From an optimization exercise on the open Yosys and OpenROAD flow, aimed at small area, a short achievable clock period and few clock cycles per item; shortcuts taken in it are not production practice. Function was checked by simulation only, so behaviour that the tests miss may differ from the original. The clock port is modelled as an ideal driver, which makes a skipped or thinned clock tree look cheaper than it is; a real chip needs a root buffer or a tree. Power and IR drop assume default switching activity.

==> inputs of job 3901 <==
==> flow/design.v <==
`timescale 1ns/10ps
module IOTDF( clk, rst, in_en, iot_in, fn_sel, busy, valid, iot_out);
    input          clk;
    input          rst;
    input          in_en;
    input  [7:0]   iot_in;
    input  [2:0]   fn_sel;
    output         busy;
    output         valid;
    output [127:0] iot_out;
    reg  [3:0]   cnt;       
    reg  [7:0]   d0;        
    reg  [7:0]   d1;        
    reg  [11:0]  s;         
    reg          first;     
    reg          g_sel;     
    reg          f_sel;     
    reg          last;      
    reg          o_valid;
    reg  [127:0] o_data;
    assign busy    = 1'b0;
    assign valid   = o_valid;
    assign iot_out = o_data;
    wire start = (cnt == 4'd0);
    wire [5:0] fs = d0[7:2] ^ d0[5:0] ^ s[7:2];
    wire [5:0] fc = (d0[7:2] & d0[5:0]) | (d0[7:2] & s[7:2]) | (d0[5:0] & s[7:2]);
    wire [1:0] hs = d0[7:6] ^ s[9:8];
    wire [1:0] hc = d0[7:6] & s[9:8];
    wire [11:0] tp = {s[11:10], hs, fs, d0[1:0]};
    wire [11:0] tq = {1'b0, hc, fc, 1'b0, s[1:0]};
    wire [11:0] t   = tp + tq;
    wire [7:0]  fir = t[11:4];
    wire [4:0] us = d0[7:3] ^ d0[4:0] ^ d1[6:2];
    wire [4:0] uc = (d0[7:3] & d0[4:0]) | (d0[7:3] & d1[6:2]) | (d0[4:0] & d1[6:2]);
    wire       hus = d0[5] ^ d1[7];
    wire       huc = d0[5] & d1[7];
    wire [11:0] up = {1'b0, d0[7:6], hus, us, d0[2:0]};
    wire [11:0] uq = {2'b00, huc, uc, 1'b1, d1[1:0], 1'b0};
    wire [11:0] s_nxt = up + uq;
    wire        p = o_data[0] & ~first;
    reg  [7:0]  gray;
    integer i;
    always @(*) begin
        gray[7] = p ^ d0[7];
        for (i = 6; i >= 0; i = i - 1) gray[i] = gray[i+1] ^ d0[i];
    end
    wire [7:0] res = ({8{g_sel}} & gray) | ({8{f_sel}} & fir);
    always @(posedge clk) begin
        d0    <= iot_in;
        d1    <= start ? 8'd0 : d0;
        s     <= start ? 12'd8 : s_nxt;
        first <= start;
        g_sel <= (fn_sel == 3'b001);
        f_sel <= (fn_sel == 3'b010);
        o_data <= {o_data[119:0], res};
        if (rst) begin
            cnt     <= 4'd0;
            last    <= 1'b0;
            o_valid <= 1'b0;
        end else begin
            if (in_en) cnt <= cnt + 4'd1;
            last    <= in_en & (cnt == 4'd15);
            o_valid <= last;
        end
    end
endmodule
==> flow/flow/run.sh <==
#!/bin/bash
# The standard ORFS layout with three changes:
#  - synthesis maps all logic with ABC under a delay target (map -D) instead of
#    extracting full/half adder cells first (ADDER_MAP_FILE empty); sizing and
#    buffering are left to OpenROAD's repair steps;
#  - the port buffers are the smallest buffer, buf_1;
#  - the clock tree is one level of clkbuf_16 buffers (flow/clock_tree.tcl,
#    run as ORFS's PRE_CTS_TCL hook) instead of TritonCTS's two-level H-tree.
# Everything else (synthesis script, floorplan, placement, the repair steps in
# CTS, routing) is the standard flow. Each step's output goes to a log file in
# this folder.
set -euo pipefail
D=${ABC_D:-1400}
rm -rf scripts_synth
cp -r "$FLOW_HOME/scripts" scripts_synth
cat > scripts_synth/abc_speed.script <<EOS
strash
dch
map -D $D
topo
EOS
bash standard.sh SCRIPTS_DIR="$PWD/scripts_synth" ADDER_MAP_FILE= synth > synth.log 2>&1
bash standard.sh BUFFER_PORTS_ARGS="-buffer_cell sky130_fd_sc_hd__buf_1" PRE_CTS_TCL="$PWD/flow/clock_tree.tcl" finish > layout.log 2>&1
==> flow/flow/clock_tree.tcl <==
# Sourced by ORFS's cts.tcl before its clock_tree_synthesis call (PRE_CTS_TCL).
# Builds a one-level clock tree in place of TritonCTS's H-tree: the clock port
# drives CLOCK_TREE_BUFS clkbuf_16 buffers, and each buffer drives the flip-flop
# clock pins of one region of the die (the sinks split at their median x, then
# each half at its median y, and so on). Every flip-flop is one buffer away from
# the port, so the tree stays balanced; the buffers sit at their sinks' centroid
# and are legalized by the detailed placement that cts.tcl runs next.
set nbuf [expr {[info exists ::env(CLOCK_TREE_BUFS)] ? $::env(CLOCK_TREE_BUFS) : 4}]
set block [ord::get_db_block]
set db [ord::get_db]
set master [$db findMaster sky130_fd_sc_hd__clkbuf_16]
set clk_port [lindex [sta::get_ports [lindex [sta::all_clocks] 0]] 0]
set clknet [$block findNet clk]
if {$clknet eq "NULL"} { error "clock net clk not found" }

set sinks {}
foreach it [$clknet getITerms] {
  set inst [$it getInst]
  set bb [$inst getBBox]
  set x [expr {([$bb xMin] + [$bb xMax]) / 2}]
  set y [expr {([$bb yMin] + [$bb yMax]) / 2}]
  lappend sinks [list $it $x $y]
}
puts "clock_tree.tcl: [llength $sinks] sinks, $nbuf buffers"

# split a list of sinks into n groups of nearly equal size, alternating axes
proc split_sinks {sinks n axis} {
  if {$n <= 1} { return [list $sinks] }
  set idx [expr {$axis == 0 ? 1 : 2}]
  set sorted [lsort -integer -index $idx $sinks]
  set n1 [expr {$n / 2}]
  set k [expr {int(round([llength $sorted] * double($n1) / $n))}]
  set a [lrange $sorted 0 [expr {$k - 1}]]
  set b [lrange $sorted $k end]
  return [concat [split_sinks $a $n1 [expr {1 - $axis}]] [split_sinks $b [expr {$n - $n1}] [expr {1 - $axis}]]]
}
set groups [split_sinks $sinks $nbuf 0]

set i 0
foreach g $groups {
  set sx 0; set sy 0
  foreach s $g { incr sx [lindex $s 1]; incr sy [lindex $s 2] }
  set cx [expr {$sx / [llength $g]}]
  set cy [expr {$sy / [llength $g]}]
  set buf [odb::dbInst_create $block $master "clkbuf_root_$i"]
  set net [odb::dbNet_create $block "clknet_root_$i"]
  $net setSigType CLOCK
  foreach s $g {
    set it [lindex $s 0]
    $it disconnect
    $it connect $net
  }
  [$buf findITerm A] connect $clknet
  [$buf findITerm X] connect $net
  $buf setLocation [expr {$cx - [$master getWidth] / 2}] [expr {$cy - [$master getHeight] / 2}]
  $buf setPlacementStatus PLACED
  puts "clock_tree.tcl: buffer $i drives [llength $g] sinks at ([expr {$cx / 1000.0}], [expr {$cy / 1000.0}])"
  incr i
}
$clknet setSigType CLOCK

# cts.tcl calls clock_tree_synthesis next: the tree is built, so only switch
# timing to the propagated clock that the built tree now carries.
rename clock_tree_synthesis tritoncts_clock_tree_synthesis
proc clock_tree_synthesis {args} {
  puts "clock_tree.tcl: clock tree built before CTS; TritonCTS skipped"
  sta::network_changed
  set_propagated_clock [all_clocks]
}
==> flow/standard.sh <==
#!/bin/bash
# synth_recipe.tcl (not shown) runs the flow's synth.tcl, then flattens the netlist and writes it again
# the make line also repeats each setting of config.mk as NAME=value (left out here)
make -C /OpenROAD-flow-scripts/flow DESIGN_CONFIG=/design/flow/config.mk WORK_HOME=/design/flow/orfs CLKGATE_MAP_FILE= SYNTH_SCRIPT=/design/flow/synth_recipe.tcl "${@:-finish}"
==> flow/config.mk <==
export PLATFORM = sky130hd
export DESIGN_NAME = IOTDF
export DESIGN_NICKNAME = IOTDF
export VERILOG_FILES = /design/flow/design.v
export SDC_FILE = /design/flow/constraint.sdc
export NUM_CORES = 4
export LEC_CHECK = 0
export ABC_CLOCK_PERIOD_IN_PS = 2000
export CAP_MARGIN = 20
export CORE_AREA = 2.3 2.72 109.02 108.8
export DIE_AREA = 0 0 111.405 111.405
export SETUP_SLACK_MARGIN = 3.45
export SLEW_MARGIN = 20
==> flow/constraint.sdc <==
create_clock -name core_clock -period 5.5 [get_ports {clk}]
set_input_delay 1.1000 -clock core_clock [delete_from_list [all_inputs] [get_ports {clk}]]
set_output_delay 1.1000 -clock core_clock [all_outputs]
set_load 0.01 [all_outputs]
==> inputs of job 7119, as changes to job 3901 <==
==> flow/flow/run.sh (replaced) <==
#!/bin/bash
# The standard ORFS layout with two changes:
#  - synthesis maps all logic with ABC under a delay target (map -D) instead of
#    extracting full/half adder cells first (ADDER_MAP_FILE empty); sizing and
#    buffering are left to OpenROAD's repair steps;
#  - the port buffers are the smallest buffer, buf_1.
# Everything else (synthesis script, floorplan, placement, CTS, routing) is the
# standard flow. Each step's output goes to a log file in this folder.
set -euo pipefail
D=${ABC_D:-1400}
rm -rf scripts_synth
cp -r "$FLOW_HOME/scripts" scripts_synth
cat > scripts_synth/abc_speed.script <<EOS
strash
dch
map -D $D
topo
EOS
bash standard.sh SCRIPTS_DIR="$PWD/scripts_synth" ADDER_MAP_FILE= synth > synth.log 2>&1
bash standard.sh BUFFER_PORTS_ARGS="-buffer_cell sky130_fd_sc_hd__buf_1" finish > layout.log 2>&1
Settings changed: CORE_AREA 2.3 2.72 109.02 108.8 to not set, CORE_MARGIN set to 2, CORE_UTILIZATION set to 40, DIE_AREA 0 0 111.405 111.405 to not set, SETUP_SLACK_MARGIN 3.45 to 3.3.
removed: flow/flow/clock_tree.tcl
==> inputs of job 5889, as changes to job 3901 <==
--- a/flow/flow/run.sh
+++ b/flow/flow/run.sh
@@ -5,5 +5,5 @@
 #    buffering are left to OpenROAD's repair steps;
 #  - the port buffers are the smallest buffer, buf_1;
-#  - the clock tree is one level of clkbuf_16 buffers (flow/clock_tree.tcl,
+#  - the clock tree is two levels of clock buffers (flow/clock_tree.tcl,
 #    run as ORFS's PRE_CTS_TCL hook) instead of TritonCTS's two-level H-tree.
 # Everything else (synthesis script, floorplan, placement, the repair steps in
==> flow/flow/clock_tree.tcl (replaced) <==
set nleaf [expr {[info exists ::env(CLOCK_TREE_LEAVES)] ? $::env(CLOCK_TREE_LEAVES) : 20}]
set nroot [expr {[info exists ::env(CLOCK_TREE_ROOTS)] ? $::env(CLOCK_TREE_ROOTS) : 4}]
set leaf_cell [expr {[info exists ::env(CLOCK_TREE_LEAF_CELL)] ? $::env(CLOCK_TREE_LEAF_CELL) : "sky130_fd_sc_hd__clkbuf_4"}]
set root_cell [expr {[info exists ::env(CLOCK_TREE_ROOT_CELL)] ? $::env(CLOCK_TREE_ROOT_CELL) : "sky130_fd_sc_hd__clkbuf_8"}]
set block [ord::get_db_block]
set db [ord::get_db]
set clknet [$block findNet clk]
if {$clknet eq "NULL"} { error "clock net clk not found" }

proc center {inst} {
  set bb [$inst getBBox]
  return [list [expr {([$bb xMin] + [$bb xMax]) / 2}] [expr {([$bb yMin] + [$bb yMax]) / 2}]]
}

# split a list of {item x y} into n groups of nearly equal size: halve along
# the longer side of the group's bounding box, recursively
proc split_items {items n} {
  if {$n <= 1} { return [list $items] }
  set xs [lmap s $items {lindex $s 1}]
  set ys [lmap s $items {lindex $s 2}]
  set w [expr {[tcl::mathfunc::max {*}$xs] - [tcl::mathfunc::min {*}$xs]}]
  set h [expr {[tcl::mathfunc::max {*}$ys] - [tcl::mathfunc::min {*}$ys]}]
  set idx [expr {$w >= $h ? 1 : 2}]
  set sorted [lsort -integer -index $idx $items]
  set n1 [expr {$n / 2}]
  set k [expr {int(round([llength $sorted] * double($n1) / $n))}]
  return [concat [split_items [lrange $sorted 0 [expr {$k - 1}]] $n1] \
                 [split_items [lrange $sorted $k end] [expr {$n - $n1}]]]
}

# one buffer driving a group of {iterm x y}, placed at the group's centroid
proc drive_group {block master name group} {
  set sx 0; set sy 0
  foreach s $group { incr sx [lindex $s 1]; incr sy [lindex $s 2] }
  set cx [expr {$sx / [llength $group]}]
  set cy [expr {$sy / [llength $group]}]
  set buf [odb::dbInst_create $block $master $name]
  set net [odb::dbNet_create $block "${name}_net"]
  $net setSigType CLOCK
  foreach s $group {
    set it [lindex $s 0]
    $it disconnect
    $it connect $net
  }
  [$buf findITerm X] connect $net
  $buf setLocation [expr {$cx - [$master getWidth] / 2}] [expr {$cy - [$master getHeight] / 2}]
  $buf setPlacementStatus PLACED
  puts "clock_tree.tcl: $name drives [llength $group] pins at ([expr {$cx / 1000.0}], [expr {$cy / 1000.0}])"
  return [list [$buf findITerm A] $cx $cy]
}

set sinks {}
foreach it [$clknet getITerms] {
  lappend sinks [concat [list $it] [center [$it getInst]]]
}
puts "clock_tree.tcl: [llength $sinks] sinks, $nroot roots, $nleaf leaves"

set leaf_master [$db findMaster $leaf_cell]
set root_master [$db findMaster $root_cell]
set leaves {}
set i 0
foreach g [split_items $sinks $nleaf] {
  set a [drive_group $block $leaf_master "clkbuf_leaf_$i" $g]
  [lindex $a 0] connect $clknet
  lappend leaves $a
  incr i
}
set i 0
foreach g [split_items $leaves $nroot] {
  set a [drive_group $block $root_master "clkbuf_root_$i" $g]
  [lindex $a 0] connect $clknet
  incr i
}
$clknet setSigType CLOCK

# cts.tcl calls clock_tree_synthesis next: the tree is built, so only switch
# timing to the propagated clock that the built tree now carries.
rename clock_tree_synthesis tritoncts_clock_tree_synthesis
proc clock_tree_synthesis {args} {
  puts "clock_tree.tcl: clock tree built before CTS; TritonCTS skipped"
  set_propagated_clock [all_clocks]
}
==> results.txt <==
Areal power density over the cells: job 5889 396 nW/um2; job 3901 -; job 7119 470 nW/um2
Sequential Power: job 5889 1.39 mW; job 3901 -; job 7119 1.39 mW
Final wirelength: job 5889 10100 um; job 3901 -; job 7119 10100 um
Result of the run: job 5889 finished clean; job 3901 aborted with a tool error; job 7119 finished clean
Last stage reached: job 5889 -; job 3901 clock tree synthesis; job 7119 -
Total met3 wirelength after detailed routing: job 5889 725 um; job 3901 -; job 7119 713 um
Worst Hold Path Cells: job 5889 0; job 3901 -; job 7119 0
Final design utilization: job 5889 0.544; job 3901 -; job 7119 0.558
Met3 global-route usage: job 5889 0.0316; job 3901 -; job 7119 0.0626
Number of flip-flops in the largest register: job 5889 128; job 3901 -; job 7119 128
Residual DRC count: job 5889 0; job 3901 -; job 7119 0
# fillers: job 5889 993; job 3901 -; job 7119 1000
Worst reg-to-reg path cell count: job 5889 10; job 3901 -; job 7119 11
Critical path depth: job 5889 10; job 3901 -; job 7119 11
Switching Fraction: job 5889 0.283; job 3901 -; job 7119 0.276
Post-layout instance count excluding filler cells: job 5889 781; job 3901 -; job 7119 778
Post-CTS Repair Setup Buffers: job 5889 22; job 3901 -; job 7119 8
Worst Hold Margin: job 5889 0.338 ns; job 3901 -; job 7119 0.345 ns
Testbench counts of job 3901, summed over its fixed seeds: cycles 38,424, blocks 2,400.
Testbench counts of job 7119, summed over its fixed seeds: cycles 38,424, blocks 2,400.
Testbench counts of job 5889, summed over its fixed seeds: cycles 38,424, blocks 2,400.
The clock cells of job 5889 come from the design's own scripts or RTL, not from TritonCTS.

-- re-timing with driven ports --
In the flow no input, the clock included, has a driving cell. The finished layouts below were timed again as built, in two steps. Step 1 (the two cells are an assumption about what drives the block):
set clk [get_ports {clk}]
set_driving_cell -lib_cell sky130_fd_sc_hd__clkbuf_16 $clk
set_driving_cell -lib_cell sky130_fd_sc_hd__buf_2 [delete_from_list [all_inputs] $clk]
Step 2 times the ports against the registers' clock, not the clock port: input delays grow and output delays shrink by t, the midpoint of the rising clock arrivals with the driver on. a / b / c = ideal ports / drivers / drivers and shift; a / b = the first two.
run	shift t [ns]	slack for setup (ns)	clock arrival spread, ns
job 7119	0.452	3.379 / 3.379 / 3.379	0.009 / 0.009
job 5889	0.357	3.422 / 3.422 / 3.422	0.033 / 0.032
After both steps setup and hold are still met in every run listed.
